What follows belongs to an exercise in optimizing a design on an open flow for small area; a production flow would make more cautious choices. In this exercise RTL edits were held to simulation tests only and were not proved equivalent to the original. The clock port is modelled as an ideal driver, which makes a skipped or thinned clock tree look cheaper than it is; a real chip needs a root buffer or a tree. No activity file was given, so power comes from the tool's default toggle rates.

== the reference run ==
==> flow/design.v <==
module top (
    input  clk,
    input  rst,
    input  sw1,
    input  sw2,
    input  sw3,
    input  sensor,
    output [6:0] salidaSieteSeg,
    output [4:0] Leds,
    output [3:0] SalidaMotor
  );
reg [1:0] m4;
reg [2:0] m7;
reg [3:0] m13;
reg [7:0] m251;
reg s5;
wire e7   = m7[1] & m7[0];
wire e13  = ~m13[3] & ~m13[1] & ~m13[0];
wire e251 = ~m251[7] & ~m251[6] & ~m251[4] & m251[3] & ~m251[2] & ~m251[1] & m251[0];
wire tick200 = e7 & ~m4[0];
wire tick50  = e13 & ~m4[1] & m4[0];
wire tick5   = e251 & ~s5;
always @(posedge clk) begin
  if (rst) begin
    m4 <= 2'd0; m7 <= 3'd6; m13 <= 4'd1; m251 <= 8'd18; s5 <= 1'b0;
  end else begin
    m4   <= {m4[1] ^ m4[0], ~m4[0]};
    m7   <= {m7[1:0], ~(m7[2] ^ m7[0])};
    m13  <= {m13[2:0], ~(m13[3] ^ (~m13[0] & m13[1]))};
    m251 <= {m251[6:0], m251[7] ^ m251[2] ^ (~m251[0] & ~m251[3])};
    if (e251) s5 <= ~s5;
  end
end
wire p1 = ~sw1, p2 = ~sw2, p3 = ~sw3;
reg [2:0] pc;          
reg setTime, op;
reg [5:0] setSeg, setMin;
wire [5:0] selSet = op ? setMin : setSeg;
reg  [5:0] adjSet;
always @(*) begin
  if (p1) adjSet = (selSet == 6'd59) ? 6'd0 : selSet + 1'b1;
  else    adjSet = (selSet == 6'd0) ? 6'd59 : selSet - 1'b1;
end
wire adj = setTime & (p1 | p2);
always @(posedge clk) begin
  if (rst) begin
    pc <= 0; setTime <= 0; op <= 0; setSeg <= 6'd30; setMin <= 0;
  end else if (tick5) begin
    pc <= p3 ? {pc[1:0], ~pc[2]} : 3'b000;
    if (pc[2] & ~pc[1]) setTime <= ~setTime;
    if (p3) op <= ~op;
    if (adj & ~op) setSeg <= adjSet;
    if (adj & op)  setMin <= adjSet;
  end
end
reg [1:0] st;
reg [9:0] cnt;
reg [5:0] cSeg, cMin;
reg [1:0] ph;           
wire zero = (cSeg == 0) & (cMin == 0);
wire sec  = cnt[5] & cnt[0];                                             
wire full = cnt[9] & cnt[7] & cnt[6] & cnt[4] & ~cnt[3] & ~cnt[2] & cnt[0];  
wire [9:0] cntInc = {cnt[8:0], cnt[9] ^ cnt[0]};
localparam [9:0] CLR = 10'd34, INIT = 10'd814;    
always @(posedge clk) begin
  if (tick50) begin
    if (st != 2'b00) begin
      cSeg <= setSeg; cMin <= setMin;
    end else if (~setTime & ~zero & sec) begin
      if (cSeg == 0) begin cSeg <= 6'd59; cMin <= cMin - 1'b1; end
      else cSeg <= cSeg - 1'b1;
    end
  end
end
always @(posedge clk) begin
  if (rst) begin
    st <= 2'b01; cnt <= INIT; ph <= 0;
  end else if (tick50) begin
    if (st == 2'b11) ph <= {ph[0], ~ph[1]};
    if (st == 2'b10) begin
      if (~setTime) st <= 2'b00;
    end else if (st[0]) begin
      if (sensor) st <= 2'b01;
      else if (full) begin
        cnt <= CLR; st <= 2'b00;
      end else begin
        st <= 2'b11; cnt <= cntInc;
      end
    end else begin
      if (setTime) begin st <= 2'b10; cnt <= CLR; end
      else if (zero) begin st <= 2'b01; cnt <= CLR; end
      else if (sec) cnt <= CLR;
      else cnt <= cntInc;
    end
  end
end
wire run = st[1] & st[0];
assign SalidaMotor[0] = run & ~ph[1] & ~ph[0];
assign SalidaMotor[1] = run & ~ph[1] &  ph[0];
assign SalidaMotor[2] = run &  ph[1] &  ph[0];
assign SalidaMotor[3] = run &  ph[1] & ~ph[0];
reg [1:0] sc; reg started;
reg [5:0] P;       
reg [3:0] dig;     
wire [5:0] vSeg = setTime ? setSeg : cSeg;
wire [5:0] vMin = setTime ? setMin : cMin;
wire [2:0] tens = (P >= 50) ? 3'd5 : (P >= 40) ? 3'd4 : (P >= 30) ? 3'd3 :
                  (P >= 20) ? 3'd2 : (P >= 10) ? 3'd1 : 3'd0;
wire [5:0] unit6 = P - tens * 4'd10;
always @(posedge clk) begin
  if (rst) begin
    sc <= 0; started <= 0; P <= 0; dig <= 0;
  end else if (tick200) begin
    sc <= {sc[0], ~sc[1]};
    started <= 1;
    if (sc[1] ^ sc[0]) P <= (st[0] & ~setTime) ? 6'd0 : sc[1] ? vSeg : vMin;
    dig <= sc[0] ? {1'b0, tens} : unit6[3:0];
  end
end
wire L1 = ~sc[1] & sc[0];
wire L2 = sc[1] & sc[0];
wire L3 = sc[1] & ~sc[0];
wire L4 = ~sc[1] & ~sc[0] & started;
wire bS = setTime & ~op & ~s5;
wire bM = setTime & op & ~s5;
assign Leds[0] = L1 & ~bS;
assign Leds[1] = L2 & ~bS;
assign Leds[2] = L3 & ~bM;
assign Leds[3] = L4 & ~bM;
assign Leds[4] = ~L4;
wire A = dig[3], B = dig[2], C = dig[1], D = dig[0];
assign salidaSieteSeg[6] = ~(A | (~B & ~D) | (B & D) | C);
assign salidaSieteSeg[5] = ~(~B | (~C & ~D) | (C & D));
assign salidaSieteSeg[4] = ~(B | ~C | D);
assign salidaSieteSeg[3] = ~(A | (~B & ~D) | (~B & C) | (B & ~C & D) | (C & ~D));
assign salidaSieteSeg[2] = ~((~B & ~D) | (C & ~D));
assign salidaSieteSeg[1] = ~(A | (B & ~C) | (B & ~D) | (~C & ~D));
assign salidaSieteSeg[0] = ~(A | (~B & C) | (B & ~C) | (C & ~D));
endmodule
export LEC_CHECK = 0
export ABC_AREA = 1
export CAP_MARGIN = 20
export CORE_MARGIN = 2
export CORE_UTILIZATION = 40
export SLEW_MARGIN = 20
create_clock -name core_clock -period 10.0 [get_ports {clk}]
standard.sh (not shown) runs the stock make flow with config.mk's settings and CLKGATE_MAP_FILE= SYNTH_SCRIPT=/design/flow/synth_recipe.tcl, a recipe that flattens the netlist after the stock synthesis.
==> flow/flow/run.sh <==
#!/bin/bash
# Own layout flow: the standard ORFS flow with three changes:
#  - synthesis maps logic with an area-oriented ABC script (flow/abc_area.script),
#    registers are mapped by the unchanged standard steps;
#  - input/output ports get the smallest buffer cell;
#  - clock tree synthesis inserts no dummy load cells.
set -euo pipefail
W=$PWD
mkdir -p scripts_area
for f in "$FLOW_HOME"/scripts/*; do ln -sf "$f" scripts_area/; done
rm -f scripts_area/abc_area.script
cp flow/abc_area.script scripts_area/abc_area.script
SCRIPTS_DIR=$W/scripts_area bash standard.sh synth > synth.log 2>&1
export BUFFER_PORTS_ARGS="-buffer_cell sky130_fd_sc_hd__buf_1"
export CTS_ARGS="-sink_clustering_enable -repair_clock_nets -dont_use_dummy_load"
[ -f flow/knobs.sh ] && source flow/knobs.sh
bash standard.sh > layout.log 2>&1
==> flow/flow/abc_area.script <==
strash
&get -n
&deepsyn -T 30
&put
dch -f
amap -m
==> flow/flow/knobs.sh <==
export CTS_ARGS="-sink_clustering_enable -sink_clustering_size 80 -sink_clustering_max_diameter 300 -repair_clock_nets -dont_use_dummy_load -buf_list sky130_fd_sc_hd__clkbuf_16"
The reference run | stages: all done | timing, DRC, antenna: all pass
## Diff of input files: the trial run against the reference run
removed: flow/flow/knobs.sh
The trial run gives less area of all placed cells without fillers than the reference run did.
Taking the reference run as the reference point, the final clock period utilization by the worst path of the trial run falls by 0.34 points.
Compared the trial run against the reference run; total wire length within noise.
From the reference run to the trial run the numbers moved as follows: wire length on met1 higher; post-route worst setup slack higher; core occupancy in the finished layout lower; worst slack on hold paths higher; total power density per cell area lower.

job 101:
Starts from the design.v that is shown in full above.
clock: 10.0 ns
lec_check: 0
abc_area: 1
cap_margin: 20
core_margin: 2
core_utilization: 40
slew_margin: 20
==> flow/flow/run.sh <==
#!/bin/bash
# Own layout flow: the standard ORFS flow (standard.sh) with these changes:
#  - synthesis maps logic with an area-oriented ABC script (flow/abc_area.script);
#    registers are mapped by the unchanged standard steps;
#  - input/output ports get the smallest buffer cell;
#  - the clock is distributed by one clock buffer (flow/cts.tcl) instead of a tree.
# Each step's full log is in orfs/logs/; make's output is in synth.log and layout.log.
set -euo pipefail
W=$PWD
mkdir -p scripts_own
for f in "$FLOW_HOME"/scripts/*; do ln -sf "$f" scripts_own/; done
rm -f scripts_own/abc_area.script scripts_own/cts.tcl
cp flow/abc_area.script scripts_own/abc_area.script
cp flow/cts.tcl scripts_own/cts.tcl
export SCRIPTS_DIR=$W/scripts_own
export BUFFER_PORTS_ARGS="-buffer_cell sky130_fd_sc_hd__buf_1"
export CLOCK_BUFFER_CELL=sky130_fd_sc_hd__clkbuf_16
[ -f flow/knobs.sh ] && source flow/knobs.sh
bash standard.sh synth > synth.log 2>&1
bash standard.sh > layout.log 2>&1
==> flow/flow/cts.tcl <==
# Clock distribution for this small design: one clock buffer, placed at the
# centre of the registers, drives every register clock pin (replaces the
# clock tree that TritonCTS would build). The rest follows ORFS's cts.tcl.
utl::set_metrics_stage "cts__{}"
source $::env(SCRIPTS_DIR)/load.tcl
erase_non_stage_variables cts
load_design 3_place.odb 3_place.sdc

set block [ord::get_db_block]
set clk_port [lindex [get_ports -quiet clk] 0]
set net [$block findNet clk]
set sx 0.0
set sy 0.0
set n 0
foreach it [$net getITerms] {
  set bb [[$it getInst] getBBox]
  set sx [expr { $sx + ([$bb xMin] + [$bb xMax]) / 2.0 }]
  set sy [expr { $sy + ([$bb yMin] + [$bb yMax]) / 2.0 }]
  incr n
}
set dbu [$block getDbUnitsPerMicron]
set cx [expr { $sx / $n / $dbu }]
set cy [expr { $sy / $n / $dbu }]
puts "clock sinks: $n, buffer at ($cx, $cy)"
log_cmd insert_buffer -buffer_cell $::env(CLOCK_BUFFER_CELL) -net clk \
  -location [list $cx $cy] -buffer_name clkbuf_0_clk -net_name clknet_0_clk
[$block findNet clknet_0_clk] setSigType CLOCK

set_propagated_clock [all_clocks]
set_dont_use $::env(DONT_USE_CELLS)
estimate_parasitics -placement

set_placement_padding -global \
  -left $::env(CELL_PAD_IN_SITES_DETAIL_PLACEMENT) \
  -right $::env(CELL_PAD_IN_SITES_DETAIL_PLACEMENT)
detailed_placement
estimate_parasitics -placement

repair_timing_helper
detailed_placement
check_placement -verbose

report_metrics 4 "cts final"
orfs_write_db $::env(RESULTS_DIR)/4_1_cts.odb
orfs_write_sdc $::env(RESULTS_DIR)/4_cts.sdc
Scripts as last shown in full above: flow/flow/abc_area.script
Status(job 101) = ERROR, stage = clock tree synthesis (4_1_cts)
Input changes introduced in job 102 (baseline for comparison: job 101):
==> flow/flow/knobs.sh (new file) <==
export CLOCK_BUFFER_CELL=sky130_fd_sc_hd__clkbuf_8
Findings:
Compared with job 101, in job 102 number of synthesized flops with an enable pin now sits at about the same level, simple-gate portion of the synthesized area stayed essentially flat. Job 101 did not finish: a tool error stopped it during clock tree synthesis (4_1_cts). Job 102: it failed with a tool error in clock tree synthesis (4_1_cts), so there are no final results. Any difference in die height between job 101 and job 102 is small enough to ignore. Sequential-to-total area share from yosys stat of job 101 is on par with job 102. Horizontal die dimension: job 102 vs job 101 identical.

Setup of job 2630:
top, a different RTL version from the one above (not shown whole).
For scale: roughly 74 flip-flops, about 3100 um2 of cells after synthesis.
## top
module top (
    input  clk,
    input  rst,
    input  sw1,
    input  sw2,
    input  sw3,
    input  sensor,
    output [6:0] salidaSieteSeg,
    output [4:0] Leds,
    output [3:0] SalidaMotor
  );
reg [1:0] m4;
reg [2:0] m7;
reg [3:0] m13;
reg [7:0] m251;
reg s5;
wire e7   = m7[1] & m7[0];
wire e13  = ~m13[3] & ~m13[1] & ~m13[0];
wire e251 = ~m251[7] & ~m251[6] & ~m251[4] & m251[3] & ~m251[2] & ~m251[1] & m251[0];
wire tick200 = e7 & ~m4[0];
wire tick50  = e13 & ~m4[1] & m4[0];
wire tick5   = e251 & ~s5;
always @(posedge clk) begin
  if (rst) begin
    m4 <= 2'd0; m7 <= 3'd6; m13 <= 4'd1; m251 <= 8'd18; s5 <= 1'b0;
  end else begin
    m4   <= {m4[1] ^ m4[0], ~m4[0]};
    m7   <= {m7[1:0], ~(m7[2] ^ m7[0])};
    m13  <= {m13[2:0], ~(m13[3] ^ (~m13[0] & m13[1]))};
    m251 <= {m251[6:0], m251[7] ^ m251[2] ^ (~m251[0] & ~m251[3])};
    if (e251) s5 <= ~s5;
  end
end
wire p1 = ~sw1, p2 = ~sw2, p3 = ~sw3;
reg [2:0] pc;          
reg setTime, op;
reg [5:0] setSeg, setMin;
reg [5:0] cSeg, cMin;   
wire segZ = (cSeg == 0);
wire selMin = setTime ? op : segZ;
wire [5:0] adjIn = selMin ? cMin : cSeg;
wire up = setTime & p1;
wire [5:0] adjSet = up ? ((adjIn == 6'd59) ? 6'd0 : adjIn + 1'b1)
                       : ((adjIn == 6'd0) ? 6'd59 : adjIn - 1'b1);
wire adj = setTime & (p1 | p2);
always @(posedge clk) begin
  if (rst) begin
    pc <= 0; setTime <= 0; op <= 0; setSeg <= 6'd30; setMin <= 0;
  end else if (tick5) begin
    pc <= p3 ? {pc[1:0], ~pc[2]} : 3'b000;
    if (pc[2] & ~pc[1]) setTime <= ~setTime;
    if (p3) op <= ~op;
  ...
export LEC_CHECK = 0
export ABC_AREA = 1
export CAP_MARGIN = 20
export CORE_MARGIN = 2
export CORE_UTILIZATION = 65
export SLEW_MARGIN = 20
create_clock -name core_clock -period 10.0 [get_ports {clk}]
==> flow/flow/run.sh <==
#!/bin/bash
# Own layout flow: the standard ORFS flow (standard.sh) with these changes:
#  - synthesis maps logic with an area-oriented ABC script (flow/abc_area.script)
#    and leaves adders to ABC (no half/full adder cells); registers are mapped by
#    the unchanged standard steps;
#  - input/output ports get the smallest buffer cell;
#  - the clock is distributed by four buffers fed by the clock port (flow/cts.tcl)
#    instead of a TritonCTS tree.
# Each step's full log is in orfs/logs/; make's output is in synth.log and layout.log.
set -euo pipefail
W=$PWD
mkdir -p scripts_own
for f in "$FLOW_HOME"/scripts/*; do ln -sf "$f" scripts_own/; done
rm -f scripts_own/abc_area.script scripts_own/cts.tcl
cp flow/abc_area.script scripts_own/abc_area.script
cp flow/cts.tcl scripts_own/cts.tcl
export SCRIPTS_DIR=$W/scripts_own
export ADDER_MAP_FILE=
export BUFFER_PORTS_ARGS="-buffer_cell sky130_fd_sc_hd__buf_1"
export CLOCK_BUFFER_CELL=sky130_fd_sc_hd__buf_8
[ -f flow/knobs.sh ] && source flow/knobs.sh
bash standard.sh synth > synth.log 2>&1
bash standard.sh > layout.log 2>&1
Scripts as last shown in full above: flow/flow/abc_area.script
Other scripts of this flow, unchanged in this note and not shown: flow/flow/cts.tcl
### job 2630 -> job 6142
--- a/flow/config.mk
+++ b/flow/config.mk
@@ -11,2 +11,3 @@
 export CORE_UTILIZATION = 65
+export GPL_TIMING_DRIVEN = 0
 export SLEW_MARGIN = 20
[summary]
- Job 2630: all stages complete, timing, DRC and antenna checks passed
- Job 6142 completed; timing, DRC and antenna clean
- Sort job 2630 and job 6142 by non-clock buffer count, ascending, and job 6142 comes first.
- In job 6142, the reported net switching power came out 0.00039 mW below the value in job 2630.
- As far as power is concerned, job 6142 and job 2630 perform about the same.
- Diff job 2630 and job 6142: sequential share of cell area higher in job 6142
- Looking at critical path's slowest cell, the or4_1 result is from job 2630; the a21oi_1 one comes from job 6142.
Changes in job 8472 relative to job 6142:
--- a/flow/flow/run.sh
+++ b/flow/flow/run.sh
@@ -2,5 +2,4 @@
 # Own layout flow: the standard ORFS flow (standard.sh) with these changes:
-#  - synthesis maps logic with an area-oriented ABC script (flow/abc_area.script)
-#    and leaves adders to ABC (no half/full adder cells); registers are mapped by
-#    the unchanged standard steps;
+#  - synthesis maps logic with an area-oriented ABC script (flow/abc_area.script);
+#    registers are mapped by the unchanged standard steps;
 #  - input/output ports get the smallest buffer cell;
@@ -17,3 +16,2 @@
 export SCRIPTS_DIR=$W/scripts_own
-export ADDER_MAP_FILE=
 export BUFFER_PORTS_ARGS="-buffer_cell sky130_fd_sc_hd__buf_1"
--- a/flow/config.mk
+++ b/flow/config.mk
@@ -11,3 +11,2 @@
 export CORE_UTILIZATION = 65
-export GPL_TIMING_DRIVEN = 0
 export SLEW_MARGIN = 20
Results
In job 8472 the area added between synthesis and finish turned out 0.17 points lower than in job 6142. Job 8472 vs job 6142, critical setup path kind: flip-flop to flip-flop vs input pin to flip-flop. The power share of the clock group in job 8472 sits 0.4 points below the value recorded for job 6142. Compared job 8472 vs job 6142, and pin slew with the least headroom to its limit is down in job 8472. Side by side, wire length turned out lower in job 8472 than in job 6142.
In every run of this note, the design's own scripts or RTL, not TritonCTS, make the clock network.

## what the ideal ports hide
Ports are ideal in the flow. The routed layouts listed here were re-timed in OpenROAD. Step 1: set_driving_cell puts a clkbuf_16 on clk and a buf_2 on each other input, an assumption about the parent block. Step 2 also shifts input and output timing later by t, the mid clock arrival at the registers, as if the neighbouring blocks saw the same clock. Three values: ideal ports, drivers, drivers and shift; two values: the first two.
run | shift t [ns] | setup WS [ns] | hold WS [ns] | clock arrival spread, ns | pins driven straight from the clock port
the reference run | 0.353 | 6.103 / 6.068 / 6.038 | 0.422 / 0.422 / 0.422 | 0.014 / 0.014 | 1
the trial run | 0.357 | 6.137 / 6.103 / 6.024 | 0.427 / 0.427 / 0.427 | 0.022 / 0.023 | 1
job 2630 | 0.198 | 5.988 / 6.043 / 5.845 | 0.423 / 0.423 / 0.423 | 0.017 / 0.017 | 4
job 6142 | 0.195 | 5.746 / 5.796 / 5.601 | 0.424 / 0.424 / 0.424 | 0.016 / 0.016 | 4
job 8472 | 0.195 | 5.974 / 5.974 / 5.955 | 0.431 / 0.431 / 0.431 | 0.009 / 0.008 | 4
After both steps every run listed still meets setup and hold. For job 6142, which loses most, drivers alone change the setup slack by +0.050 ns; drivers and shift together by -0.145 ns.
